Background: an optimization exercise with open tools, aiming at small area. Do not read the settings as production practice.
At most, simulation tests tie the RTL to the original design; equivalence was not proved.
Power and IR drop assume default switching activity.

==> inputs of run a <==
## TopVGAGame
module TopVGAGame(
    input CLK_65MHz,
    input Clear,
    input GameOn,
    input GameStart,
    input Bar_up,
    input Bar_down,
    output HSync,
    output VSync,
    output [3:0] Red,
    output [3:0] Green,
    output [3:0] Blue
    );
==> flow/config.mk <==
export PLATFORM = sky130hd
export DESIGN_NAME = TopVGAGame
export DESIGN_NICKNAME = TopVGAGame
export VERILOG_FILES = /design/flow/design.v
export SDC_FILE = /design/flow/constraint.sdc
export NUM_CORES = 4
export LEC_CHECK = 0
export ABC_AREA = 1
export CAP_MARGIN = 20
export CORE_MARGIN = 2
export CORE_UTILIZATION = 85
export SLEW_MARGIN = 20
==> flow/constraint.sdc <==
create_clock -name core_clock -period 15.4 [get_ports {CLK_65MHz}]
set_input_delay 3.0800 -clock core_clock [delete_from_list [all_inputs] [get_ports {CLK_65MHz}]]
set_output_delay 3.0800 -clock core_clock [all_outputs]
set_load 0.01 [all_outputs]
standard.sh (not shown) runs the stock make flow with config.mk's settings and CLKGATE_MAP_FILE= SYNTH_SCRIPT=/design/flow/synth_recipe.tcl, a recipe that flattens the netlist after the stock synthesis.
==> flow/flow/run.sh <==
#!/bin/bash
# Own flow: the standard layout (standard synthesis unchanged), with the
# port buffers made of the smallest buffer cell. Each tool's output goes to
# standard.log in this folder.
set -euo pipefail
bash standard.sh BUFFER_PORTS_ARGS="-buffer_cell sky130_fd_sc_hd__buf_1" finish > standard.log 2>&1
==> run b (differences from run a) <==
--- a/flow/design.v
+++ b/flow/design.v
@@ -32,23 +32,17 @@
 endmodule
 module VGA_CTRL(
     input CLK_65MHz,
     input Clear,
     output HSync,
     output VSync,
     output VideoOn,
-    output [7:0] HCount,
-    output [6:0] VCount
-    );
-    localparam [7:0] M_H = 8'h00;
-    localparam [6:0] M_V = 7'h00;
-    reg [7:0] h_q;
-    reg [6:0] v_q;
-    assign HCount = h_q ^ M_H;
-    assign VCount = v_q ^ M_V;
+    output reg [7:0] HCount,
+    output reg [6:0] VCount
+    );
     function [7:0] inc8;
         input [7:0] a;
         input ci;
         integer i;
         reg c;
         begin
             c = ci;
@@ -59,19 +53,19 @@
         end
     endfunction
     wire hend = HCount[7] & HCount[5] & HCount[2] & HCount[1] & HCount[0];    
     wire vend = VCount[6] & VCount[5] & VCount[2];                             
     wire [7:0] hinc = inc8(HCount, 1'b1);
     wire [7:0] vinc = inc8({1'b0, VCount}, hend);
     always @(posedge CLK_65MHz)
-        if (Clear | hend) h_q <= M_H;
-        else              h_q <= hinc ^ M_H;
+        if (Clear | hend) HCount <= 8'd0;
+        else              HCount <= hinc;
     always @(posedge CLK_65MHz)
-        if (Clear | (hend & vend)) v_q <= M_V;
-        else                       v_q <= vinc[6:0] ^ M_V;
+        if (Clear | (hend & vend)) VCount <= 7'd0;
+        else                       VCount <= vinc[6:0];
     assign HSync = HCount[7] | HCount[6] | HCount[5] | (HCount[4] & (|HCount[3:0]));   
     assign VSync = |VCount;
     wire h_ge38  = HCount[7] | HCount[6] | (HCount[5] & (HCount[4] | HCount[3] | (HCount[2] & HCount[1])));
     wire h_ge165 = HCount[7] & HCount[5] & HCount[2] & (HCount[1] | HCount[0]);
     wire v_ge5   = VCount[6] | VCount[5] | VCount[4] | VCount[3] | (VCount[2] & (VCount[1] | VCount[0]));
     assign VideoOn = h_ge38 & ~h_ge165 & v_ge5 & ~vend;
 endmodule
@@ -111,39 +105,22 @@
         begin
             c = ci;
             for (i = 0; i < 17; i = i + 1)
                 c = (a[i] & b[i]) | (c & (a[i] | b[i]));
             carry = c;
         end
     endfunction
-    localparam [6:0]  M_BV   = 7'h00;
-    localparam [15:0] M_BS   = 16'hffff;
-    localparam [7:0]  M_BH   = 8'h00;
-    localparam [16:0] M_BVP  = 17'h1ffff;
-    localparam [2:0]  M_HMAG = 3'h0;
-    localparam [2:0]  M_VEL  = 3'h7;
-    localparam [1:0]  M_HIT  = 2'h0;
-    localparam [3:0]  M_MISC = 4'h0;    
-    reg        game_stop_q, hneg_q, vneg_q;
-    reg [6:0]  bv_q;
-    reg [15:0] bs_q;
-    reg [7:0]  nbh_q;
-    reg [16:0] nbvp_q;
-    reg [2:0]  hmag_q, vel_q;
-    reg [1:0]  hit_q;
-    wire       game_stop = game_stop_q ^ M_MISC[0];
-    wire       hneg = hneg_q ^ M_MISC[1];
-    wire       vneg = vneg_q ^ M_MISC[2];
-    wire [6:0]  bv   = bv_q ^ M_BV;
-    wire [15:0] bs   = bs_q ^ M_BS;
-    wire [7:0]  nbh  = nbh_q ^ M_BH;
-    wire [16:0] nbvp = nbvp_q ^ M_BVP;
-    wire [2:0]  hmag = hmag_q ^ M_HMAG;
-    wire [2:0]  vel  = vel_q ^ M_VEL;
-    wire [1:0]  hit  = hit_q ^ M_HIT;
+    reg        game_stop;
+    reg [6:0]  bv;
+    reg [15:0] bs;
+    reg [7:0]  nbh;
+    reg [16:0] nbvp;
+    reg        hneg, vneg;
+    reg [2:0]  hmag, vel;
+    reg [1:0]  hit;
     wire refresh = ~|HCount & ~|VCount;
     wire atwall = ~nbh[7] | (~nbh[6] & ~nbh[5] & ~nbh[4] & ~nbh[3] & ~nbh[2] & ~nbh[1]);
     wire atbar  = nbh[7] & nbh[6] & (nbh[5] | (nbh[4] & (nbh[3] | (&nbh[2:0]))));
     wire hit2 = hit[0] & atwall & refresh;
     reg [1:0] hit_ns;
     always @(*)
         if (hit[1])                         hit_ns = 2'd0;
@@ -167,63 +144,52 @@
     wire [17:0] ab = addf({10'd0, bv}, {10'd0, nbvp[7:1]}, 1'b0);
     wire above = &nbvp[16:8] & ab[7] & |ab[6:1];
     wire miss = below | above;
     wire [17:0] bh_a = addf({9'd0, nbh}, {9'd0, {4{refresh & ~hneg}}, {3{refresh}} & (hmag ^ {3{~hneg}}), refresh}, 1'b0);
     wire [17:0] bvp_a = addf(nbvp, {{14{refresh & ~vneg}}, refresh & vneg, refresh & ~vneg, refresh}, 1'b0);
     always @(posedge CLK_65MHz) begin
         if (Clear | game_stop) begin
-            nbh_q <= ~8'd56 ^ M_BH; nbvp_q <= ~17'd25 ^ M_BVP;
+            nbh <= ~8'd56; nbvp <= ~17'd25;
         end else begin
-            nbh_q  <= bh_a[7:0] ^ M_BH;
-            nbvp_q <= bvp_a[16:0] ^ M_BVP;
+            nbh  <= bh_a[7:0];
+            nbvp <= bvp_a[16:0];
         end
     end
     always @(posedge CLK_65MHz) begin
         if (Clear) begin
-            hneg_q <= M_MISC[1]; hmag_q <= 3'd2 ^ M_HMAG; vneg_q <= M_MISC[2];
+            hneg <= 1'b0; hmag <= 3'd2; vneg <= 1'b0;
         end else if (atwall) begin
-            hneg_q <= ~M_MISC[1]; hmag_q <= vel ^ M_HMAG;
+            hneg <= 1'b1; hmag <= vel;
         end else if (atbar && !miss) begin
-            hneg_q <= M_MISC[1]; hmag_q <= vel ^ M_HMAG;
+            hneg <= 1'b0; hmag <= vel;
         end else if (&nbvp[16:3] & ~(~nbvp[2] & (~nbvp[1] | ~nbvp[0])))    
-            vneg_q <= M_MISC[2];
+            vneg <= 1'b0;
         else if (~&nbvp[16:7] | (~nbvp[6] & ~nbvp[5]))                      
-            vneg_q <= ~M_MISC[2];
-    end
-    always @(posedge CLK_65MHz) begin
-        if (Clear) vel_q <= 3'd2 ^ M_VEL;
-        else if (hit[1]) vel_q <= {vel[2] ^ (vel[1] & vel[0]), vel[1] ^ vel[0], ~vel[0]} ^ M_VEL;
-        else if (G) vel_q <= 3'd2 ^ M_VEL;
-    end
-    reg [15:0] bs_d;
-    reg        br;
-    integer k;
-    always @(*) begin
-        bs_d[0] = bs[0] ^ hit2;
-        bs_d[1] = bs[1] ^ (hit2 & bs[0]);
-        br = hit2 & ~(bs[1] & bs[0]);
-        for (k = 2; k < 16; k = k + 1) begin
-            bs_d[k] = bs[k] ^ br;
-            br = br & ~bs[k];
-        end
-    end
+            vneg <= 1'b1;
+    end
+    always @(posedge CLK_65MHz) begin
+        if (Clear) vel <= 3'd2;
+        else if (hit[1]) vel <= {vel[2] ^ (vel[1] & vel[0]), vel[1] ^ vel[0], ~vel[0]};
+        else if (G) vel <= 3'd2;
+    end
+    wire [17:0] bs_d = addf({1'b0, bs}, {1'b0, {14{hit2}}, 1'b0, hit2}, 1'b0);
     always @(posedge CLK_65MHz) begin
         if (Clear) begin
-            hit_q <= M_HIT; bs_q <= 16'd12 ^ M_BS; bv_q <= 7'd6 ^ M_BV;
+            hit <= 2'd0; bs <= 16'd12; bv <= 7'd6;
         end else begin
-            hit_q <= hit_ns ^ M_HIT;
-            bs_q <= ((G & ~hit2) ? 16'd12 : bs_d[15:0]) ^ M_BS;
-            bv_q <= bv_ns ^ M_BV;
+            hit <= hit_ns;
+            bs  <= (G & ~hit2) ? 16'd12 : bs_d[15:0];
+            bv  <= bv_ns;
         end
     end
     always @(posedge CLK_65MHz)
-        if (Clear)                 game_stop_q <= ~M_MISC[0];
-        else if (atbar && miss)    game_stop_q <= ~M_MISC[0];
-        else if (GameStartdb)      game_stop_q <= M_MISC[0];
-        else if (!GameOn)          game_stop_q <= ~M_MISC[0];
+        if (Clear)                 game_stop <= 1'b1;
+        else if (atbar && miss)    game_stop <= 1'b1;
+        else if (GameStartdb)      game_stop <= 1'b0;
+        else if (!GameOn)          game_stop <= 1'b1;
     wire [17:0] hd = addf({9'd0, HCount}, {9'd0, nbh}, 1'b0);           
     wire ball_h_on = hd[8] & ~|hd[7:2] & ~(hd[1] & hd[0]);
     wire [17:0] vd = addf({10'd0, VCount}, {10'd0, nbvp[6:0]}, 1'b0);   
     wire ball_v_on = &nbvp[16:7] & vd[7] & ~|vd[6:2] & ~(vd[1] & vd[0]);
     wire BallOn = ball_h_on & ball_v_on;
     wire bar_top = carry({10'd0, VCount}, {9'h1FF, ~bv, 1'b1}, 1'b0);
     wire bar_bot = ~sh_hi0 | carry({10'd0, sh[5:0], 1'b0}, {10'h3FF, ~VCount}, 1'b1);
==> flow/flow/run.sh (replaced) <==
#!/bin/bash
# Own flow: the standard layout and standard synthesis, except that
#  - yosys's extract_fa step is skipped, so adders stay plain logic for abc, and
#  - the final abc technology mapping runs flow/abc.script (an area-oriented
#    script) in place of ORFS's abc_area.script.
# Registers are mapped before either step, so they are the standard ones.
# Port buffers use the smallest buffer cell.
# make's output goes to standard.log; ORFS keeps each step's log under orfs/logs.
set -euo pipefail
D=$(pwd)
{
  echo "proc extract_fa {args} { }"
  echo "proc abc {args} {"
  echo "  set i [lsearch -exact \$args -script]"
  echo "  if { \$i >= 0 } { set args [lreplace \$args [expr {\$i + 1}] [expr {\$i + 1}] $D/flow/abc.script] }"
  echo "  yosys abc {*}\$args"
  echo "}"
  cat synth_recipe.tcl
} > synth_abc.tcl
bash standard.sh SYNTH_SCRIPT="$D/synth_abc.tcl" BUFFER_PORTS_ARGS="-buffer_cell sky130_fd_sc_hd__buf_1" CTS_ARGS="-sink_clustering_enable -buf_list {sky130_fd_sc_hd__clkbuf_4 sky130_fd_sc_hd__clkbuf_8} -root_buf sky130_fd_sc_hd__clkbuf_8 -repair_clock_nets" finish > standard.log 2>&1
==> flow/flow/abc.script (new file) <==
strash
&get -n
&deepsyn -T 60
&put
strash
&get -n
&st
&dch -f
&nf -R 1000 -F 16 -A 8 -C 32
&put
topo
dnsize -c
CORE_UTILIZATION = 80   (was 85)
==> qor summary <==
quantity                                                                        run a                     run b
Post-synth cell types                                                              47                        45
Critical path depth                                                                36                        31
Max Clock Freq                                                               94.7 MHz                  88.0 MHz
Final Net Count                                                                   765                       664
Actual transition at the worst max-transition pin                             1180 ps                   1100 ps
Min cycle time layout                                                        10560 ps                  11360 ps
Total global-route track usage                                                  42.0%                     40.6%
Hold Path End                                                      F1.p[5]$_SDFF_PP1_        F1.p[9]$_SDFF_PP1_
Sequential fraction of design power                                             50.9%                     55.0%
Area of combinational cells with multiple inputs                        0.00322 sq mm             0.00299 sq mm
Met1 capacity usage during global routing                                       49.8%                     52.2%
Fin worst setup slack                                                         4840 ps                   4040 ps
Total leakage power                                                        0.00272 uW                0.00179 uW
Met2 wire len                                                                 6.82 mm                   5.98 mm
Maximum number of pins on one net before global-route repair                       22                        19
Psw                                                                            147 uW                    113 uW
Die width                                                                85.4 microns              82.6 microns
Status                                                        complete, no violations   complete, no violations
Via count of the first global-routing pass                                       4943                      4508
Count of multi-input gates                                                        423                       523
Cell count after placement                                                        731                       722
Fillers                                                                           248                       312
Count leader, synth                                            sky130_fd_sc_hd__inv_1  sky130_fd_sc_hd__dfxtp_1
Multi-input gate share of total cell area                                       54.6%                     57.0%
Function not checked in run a: the RTL went through the layout flow alone.

## afterwards: timing with drivers on the ports
In the flow no input, the clock included, has a driving cell. The finished layouts below were timed again as built, in two steps.
Step 1 sets driving cells, clkbuf_16 on the clock port and buf_2 on the other inputs (assumed; they add their load-dependent delay and slew).
Step 2, shift: input delay + t, output delay - t, t = (earliest + latest rising clock arrival at the registers) / 2. This alone moves slack from input paths to output paths.
a / b / c = ideal ports / drivers / drivers and shift; a / b = the first two.
| run | shift t [ns] | setup WS [ns] | hold slack, ns | clock arrival spread, ns | worst slew at a driven data input, ns |
|---|---|---|---|---|---|
| run a | 0.413 | 4.844 / 4.814 / 5.227 | 0.414 / 0.414 / 0.414 | 0.023 / 0.022 | 0.03 |
| run b | 0.403 | 4.042 / 4.012 / 4.414 | 0.391 / 0.391 / 0.391 | 0.007 / 0.007 | 0.03 |
After both steps setup and hold are still met in every run listed.
